This design comes from an exercise in tuning for small area on the open sky130 flow, not from production work. Only simulation tests tie the RTL to the original design; equivalence was not proved. Power and IR drop assume default switching activity.

**flow/config.mk**
```make
export PLATFORM = sky130hd
export DESIGN_NAME = top_level_pong
export DESIGN_NICKNAME = top_level_pong
export VERILOG_FILES = /design/flow/design.v
export SDC_FILE = /design/flow/constraint.sdc
export NUM_CORES = 4
export LEC_CHECK = 0
export CAP_MARGIN = 20
export CORE_MARGIN = 2
export CORE_UTILIZATION = 40
export SLEW_MARGIN = 20
```
**flow/constraint.sdc**
```tcl
create_clock -name core_clock -period 10.0 [get_ports {clk}]
set_input_delay 2.0000 -clock core_clock [delete_from_list [all_inputs] [get_ports {clk}]]
set_output_delay 2.0000 -clock core_clock [all_outputs]
set_load 0.01 [all_outputs]
```
**flow/design.v**
```verilog
module top_level_pong(
    input logic clk,
    input logic reset,
    input logic btnU,
    input logic btnL,
    input logic btnR,
    input logic btnD,
    input logic pong_en,
    input logic RsRx,
    output logic [3:0] vgaRed,
    output logic [3:0] vgaGreen,
    output logic [3:0] vgaBlue,
    output logic Vsync,
    output logic Hsync
);
logic [1:0] pc;
logic pz;
logic [9:0] h, v;
always_ff @(posedge clk) begin
    if (reset) begin
        pc <= 2'd0;
        pz <= 1'b0;
    end else begin
        pc <= pc + 2'd1;
        pz <= (pc == 2'd3);
    end
end
logic h_end, v_end;
assign h_end = h[9] & h[8] & (&h[4:0]);
assign v_end = v[9] & v[3] & v[2];
always_ff @(posedge clk) begin
    if (reset) begin
        h <= 10'd0;
        v <= 10'd0;
    end else if (pz) begin
        if (h_end) begin
            h <= 10'd0;
            v <= v_end ? 10'd0 : v + 10'd1;
        end else begin
            h <= h + 10'd1;
        end
    end
end
assign Hsync = ~(h >= 10'd656 && h <= 10'd751);
assign Vsync = ~(v[9:1] == 9'd245);
localparam logic [16:0] U_V1 = 17'd115365;
localparam logic [16:0] U_V2 = 17'd22196;
logic        busy;
logic [16:0] un;
logic        drdy;
assign drdy = ~busy & un[5];
always_ff @(posedge clk) begin
    if (reset | ~busy)
        un <= {16'd0, RsRx};
    else
        un <= {un[15:0], ~(un[16] ^ un[10])};
    if (reset)
        busy <= 1'b0;
    else if (busy)
        busy <= ~((un == U_V1 && RsRx) || un == U_V2);
    else
        busy <= un[0] & ~RsRx;
end
localparam logic [14:0] T = 15'd17894;
logic run, stp;
logic [14:0] bc, lc, rc;
logic [5:0] bx;
logic [4:0] by;
logic dx, dy;
logic [4:0] hl, hr;
logic bstep, lstep, rstep, lval, rval;
assign lval = btnU ^ btnL;
assign rval = btnR ^ btnD;
assign bstep = run & (bc == T);
assign lstep = run & lval & (lc == T);
assign rstep = run & rval & (rc == T);
always_ff @(posedge clk) begin
    bc <= (run & ~(bc == T)) ? {bc[13:0], ~(bc[14] ^ bc[13])} : 15'd0;
    lc <= (run & lval & ~(lc == T)) ? {lc[13:0], ~(lc[14] ^ lc[13])} : 15'd0;
    rc <= (run & rval & ~(rc == T)) ? {rc[13:0], ~(rc[14] ^ rc[13])} : 15'd0;
end
logic gox, goy;
assign gox = dx ? (bx != 6'd39) : (bx == 6'd0);    
assign goy = dy ? (by == 5'd0) : (by != 5'd29);    
always_ff @(posedge clk) begin
    if (reset | ~run) begin
        bx <= 6'd19;
        by <= 5'd14;
        dx <= 1'b0;
        dy <= 1'b0;
    end else if (bstep) begin
        bx <= gox ? bx + 6'd1 : bx - 6'd1;
        by <= goy ? by + 5'd1 : by - 5'd1;
        dx <= gox;
        dy <= ~goy;
    end
end
always_ff @(posedge clk) begin
    if (reset) begin
        hl <= 5'd0;
        hr <= 5'd0;
    end else begin
        if (lstep) begin
            if (btnL && hl != 5'd23) hl <= hl + 5'd1;
            if (btnU && hl != 5'd0)  hl <= hl - 5'd1;
        end
        if (rstep) begin
            if (btnD && hr != 5'd23) hr <= hr + 5'd1;
            if (btnR && hr != 5'd0)  hr <= hr - 5'd1;
        end
    end
end
logic miss_l, miss_r, miss;
assign miss_l = (hl < 5'd2) || (by < 5'd2) || ({1'b0, hl} > by + 6'd2) || ({1'b0, by} > hl + 6'd8);
assign miss_r = (hr < 5'd2) || (by < 5'd2) || ({1'b0, hr} > by + 6'd2) || ({1'b0, by} > hr + 6'd8);
assign miss = (bx == 6'd0 && miss_l) || (bx == 6'd39 && miss_r);
always_ff @(posedge clk) begin
    if (reset) begin
        run <= 1'b0;
        stp <= 1'b0;
    end else begin
        run <= run ? ~miss : (~stp & drdy);
        stp <= run & miss;
    end
end
logic [5:0] col;
logic [4:0] row;
logic valid, on_b, on_l, on_r;
logic [5:0] dl, dr;
assign col = h[9:4];
assign row = v[8:4];    
assign valid = (h < 10'd640) && (v < 10'd480);
assign dl = {1'b0, row} - {1'b0, hl};
assign dr = {1'b0, row} - {1'b0, hr};
assign on_b = (col == bx) && (row == by);
assign on_l = (col == 6'd0) && (dl <= 6'd6);
assign on_r = (col == 6'd39) && (dr <= 6'd6);
logic pix;
always_ff @(posedge clk)
    pix <= valid & ~(on_b | on_l | on_r);
assign vgaRed = {4{pix}};
assign vgaBlue = {4{pix}};
assign vgaGreen = 4'h0;
endmodule
```
**flow/run.sh**
```bash
#!/bin/bash
# synth_recipe.tcl (not shown) runs the flow's synth.tcl, then flattens the netlist and writes it again
# the make line also repeats each setting of config.mk as NAME=value (left out here)
make -C /OpenROAD-flow-scripts/flow DESIGN_CONFIG=/design/flow/config.mk WORK_HOME=/design/flow/orfs CLKGATE_MAP_FILE= SYNTH_SCRIPT=/design/flow/synth_recipe.tcl finish
```
==> flow_metrics.py <==
metrics = {
    "place": {
        "portBuffers": 16,
        "placement.cell_area_sq_mm": 0.006056,
        "gp_congestion": 0.8397,
        "final_hpwl_from_detailed_placement_um": 8363,
        "placedCellCount": 804,
    },
    "clock_network": {
        "ctsLongestPathBuffers": 2,
        "post_cts_resized": 0,
        "numClockSinks": 112,
        "post_cts_buffers": 0,
        "path_clk_slew_ps": 70,
        "cts_made_buffers": 9,
        "holdBufCountCts": 0,
        "tritoncts": "done",
        "clock_tree.htree_level_count": 3,
        "clkLatencyLatePin_ps": 350,
        "cts_root_buf": "sky130_fd_sc_hd__clkbuf_16",
    },
    "global_routing": {
        "grt_antenna_before_repair": 0,
        "globalRouteTotalUtil_pct": 15.84,
        "grt_overflow": 0,
        "maximum_number_of_pins_on_one_net_before_global_route_repair": 24,
        "via_count_of_the_first_global_routing_pass": 4274,
        "grt_util_met1_pct": 18.71,
        "busiest_layer": "met2",
        "grt_use_met3_pct": 4.424,
        "use_met2_pct": 27.35,
        "wire_length_of_the_first_global_routing_pass_um": 20290,
    },
    "synthesis": {
        "async_flop_share_pct": 0,
        "netlist_area_sq_mm": 0.005826,
        "number_of_synthesized_flops_with_an_enable_pin": 0,
        "yosysTopAreaCellShare_pct": 38.49,
        "synth_seq_area_share_pct": 38.49,
        "leading_cell_types_by_total_area_after_synthesis": "sky130_fd_sc_hd__dfxtp_1 (38%), sky130_fd_sc_hd__ha_1 (12%), sky130_fd_sc_hd__and2_1 (5.6%)",
        "ys_seq_elements": 112,
        "count_of_warnings_emitted_by_yosys": 1,
        "synthesis.area_per_instance_sq_um": 9.203,
        "synth_cells": 633,
        "synthDistinctLibCells": 55,
        "yosys_most_used_dff": "sky130_fd_sc_hd__dfxtp_1",
        "synthDominantAreaCellType": "sky130_fd_sc_hd__dfxtp_1",
    },
    "floorplanning": {
        "floorplan.initialDensity_pct": 40.54,
        "io_pins": 22,
        "die_w_um": 124.7,
        "die_area_sq_mm": 0.01555,
        "core_sq_mm": 0.01437,
        "rows": 44,
        "die_height_um": 124.7,
    },
    "setup_path": {
        "end_kind": "flip-flop",
        "critPathKind": "in2reg",
        "crit_arrival_ps": 4120,
        "worstSetupStartpointType": "primary input",
        "required_time_of_the_worst_setup_path_ps": 10240,
        "worst-path-max-fanout": 4,
    },
    "timing": {
        "fin_crit_sh_pct": 38.89,
        "setup-tns-final_ps": 0,
        "fin_skew_ps": 8.572,
        "rsz_0062_raised_after_global_routing": "false",
        "min_period_ps": 3889,
        "relSlewSlack_pct": 48.51,
        "final-setup-viol-count": 0,
        "slew_viol_final": 0,
        "achievable-frequency_ghz": 0.2571,
        "tightestPinTransition_ps": 770.8,
        "timing_hold_violations_final": 0,
    },
    "detailed_routing": {
        "drtAntennaViolNets": 0,
        "vias": 4237,
        "route.detailed.drc": 0,
        "drt-wirelength-per-cell_um": 14.17,
        "drt_first_iter_violations": 185,
        "drt-total-wl_um": 11620,
        "first_pass_iters": 4,
        "detail_route.vias_per_cell": 5.167,
    },
    "power": {
        "power-per-cell-area_mw_per_mm2": 134.5,
        "p_leak_nw": 2.595,
        "total_power_w": 0.0008592,
        "vdd_ir_drop_max_v": 0.00007683,
    },
    "job": {
        "maxCapViolCount": 0,
    },
    "worst_hold_path": {
        "hold_path_class": "reg2reg",
    },
    "cells_and_area": {
        "final_cells": 820,
        "drive_gt1_share_pct": 4.088,
        "utilization_pct": 44.44,
        "final_design_area_no_fill_sq_mm": 0.006386,
        "antenna-diode-count": 0,
        "final.fill_count": 1382,
        "flow.area_growth_from_synthesis_pct": 9.622,
        "design.final.nets": 700,
    },
    "status": {
        "status": "complete, no violations",
    },
}
## cells by family (layout without fill, tap and decap cells)
logic type,count (synthesis),after routing,synth area share (%)
DFF,112,112,38.49
other,1,4,0.06437
muxes,8,8,1.439
buffers and inverters,73,73,5.713
xor gates and xnor gates,50,50,7.517
AOI/OAI and AO/OA,94,94,10.29
adders and majority gates,61,61,13.87
and+or+nand+nor,234,234,22.62
## power by group
group	total (W)	switching, W	leakage (nW)	internal (W)
Clock	0.000398	0.000164	0.163	0.000234
Combinational	0.0000117	0.00000661	1.53	0.00000507
Sequential	0.000449	0.00000156	0.903	0.000447
Total	0.000859	0.000173	2.59	0.000687
## placed cells by master (no fill, tap or decap), drive strengths merged, types with 3 or more instances in the layout
| cell type | netlist | final |
|---|---|---|
| nor4 | 8 | 8 |
| o21bai | 5 | 5 |
| a21oi | 31 | 31 |
| a211oi | 7 | 7 |
| inv | 39 | 40 |
| nand4 | 9 | 9 |
| o211ai | 8 | 8 |
| fa | 6 | 6 |
| a21o | 13 | 13 |
| nor3b | 3 | 3 |
| nor4bb | 6 | 6 |
| clkdlybuf4s50 | 0 | 16 |
| and3 | 17 | 17 |
| nor2b | 11 | 11 |
| o21ai | 18 | 18 |
| or2 | 3 | 3 |
| or3 | 6 | 6 |
| ha | 55 | 55 |
| clkbuf | 14 | 12 |
| conb | 1 | 4 |
| dfxtp | 112 | 112 |
| nand2 | 24 | 24 |
| nand3 | 18 | 18 |
| nor3 | 12 | 12 |
| o31ai | 3 | 3 |
| nand4b | 5 | 5 |
| and2 | 52 | 52 |
| xor2 | 27 | 27 |
| nor2 | 48 | 48 |
| mux2i | 8 | 8 |
| xnor2 | 23 | 23 |
## path summary, 6_finish.rpt
path               from     to  slack (ps)  cells past startpoint
setup / recovery   btnR  hr[4]        6110                     10
hold reg to reg   pc[0]  pc[0]         420                      1
hold / removal    pc[0]  pc[0]         420                      1
setup reg to reg  by[1]  by[4]        7020                     10
## through the flow
step / worst slack (ps) / hold WS, ps
detailed placement: 5735 / 413.9
global route: 5867 / 444.0
floorplan: 6533 / 399.2
finish: 6111 / 419.3
global placement: 5875 / 406.6
CTS: 6113 / 423.9
## flip-flops by register name, indices dropped and copies added (netlist names), 2 cells and up
name and count:
pc 2, v 10, bc 15, rc 15, hl 5, bx 6
hr 5, h 10, un 17, lc 15, by 5
## metal layers
metal / up-vias / part of all wire, %
met5: - / 0
met4: 0 / 1.8
met3: 18 / 3.2
met2: 48 / 48
met1: 2015 / 47
li1: 2156 / -
## synthesized netlist by cell type, types with 3 or more instances
cell type	count
sky130_fd_sc_hd__dfxtp_1	112
sky130_fd_sc_hd__nor3b_1	3
sky130_fd_sc_hd__a21oi_1	30
sky130_fd_sc_hd__fa_1	6
sky130_fd_sc_hd__nand2_1	24
sky130_fd_sc_hd__o21ai_0	17
sky130_fd_sc_hd__nor3_1	11
sky130_fd_sc_hd__buf_4	12
sky130_fd_sc_hd__and2_1	52
sky130_fd_sc_hd__and3_1	17
sky130_fd_sc_hd__nor2_1	48
sky130_fd_sc_hd__mux2i_1	7
sky130_fd_sc_hd__inv_1	39
sky130_fd_sc_hd__or2_2	3
sky130_fd_sc_hd__nand4_1	9
sky130_fd_sc_hd__nor2b_1	11
sky130_fd_sc_hd__o31ai_1	3
sky130_fd_sc_hd__xor2_1	27
sky130_fd_sc_hd__or3_1	6
sky130_fd_sc_hd__clkbuf_1	14
sky130_fd_sc_hd__a211oi_1	6
sky130_fd_sc_hd__xnor2_1	23
sky130_fd_sc_hd__ha_1	55
sky130_fd_sc_hd__nand4b_1	5
sky130_fd_sc_hd__nor4bb_1	6
sky130_fd_sc_hd__o211ai_1	8
sky130_fd_sc_hd__buf_2	5
sky130_fd_sc_hd__a21o_1	13
sky130_fd_sc_hd__nand3_1	18
sky130_fd_sc_hd__nor4_1	8
sky130_fd_sc_hd__o21bai_1	5
## critical path, cell delays in order
cell	delay, ps
sky130_fd_sc_hd__clkdlybuf4s50_1	470
sky130_fd_sc_hd__o21ai_0	230
sky130_fd_sc_hd__inv_1	180
sky130_fd_sc_hd__ha_1	360
sky130_fd_sc_hd__nor2b_1	190
sky130_fd_sc_hd__o21ai_0	130
sky130_fd_sc_hd__and3_1	210
sky130_fd_sc_hd__nor3_2	170
sky130_fd_sc_hd__xnor2_1	130
sky130_fd_sc_hd__nor2_1	50
## area by class of cell
| cell class | instances | area, sq um | area share [%] |
|---|---|---|---|
| timing repair buffer | 18 | 175.2 | 2.743 |
| multi-input combinational | 451 | 3262 | 51.08 |
| clock inverter | 4 | 73.82 | 1.156 |
| clock buffer | 12 | 256.5 | 4.016 |
| inverter | 39 | 146.4 | 2.292 |
| tap | 184 | 230.2 | 3.605 |
| sequential | 112 | 2242 | 35.11 |

-- port drivers added, routing unchanged --
In the flow no input, the clock included, has a driving cell. The finished layout below was timed again as built, in two steps. Step 1 assumes that a clkbuf_16 drives the clock port and a buf_2 every other input. Step 2 times the ports against the registers' clock, not the clock port: input delays grow and output delays shrink by t, the midpoint of the rising clock arrivals with the driver on. Slacks: ideal ports / drivers / drivers and shift; pairs: ideal ports / drivers.
shift t [ns]: 0.392
setup WS [ns]: 6.111 / 6.130 / 5.739
latest minus earliest clock arrival (ns): 0.010 / 0.009
After both steps this run still meets setup and hold. For this run, drivers alone change the setup slack by +0.019 ns; drivers and shift together by -0.372 ns.
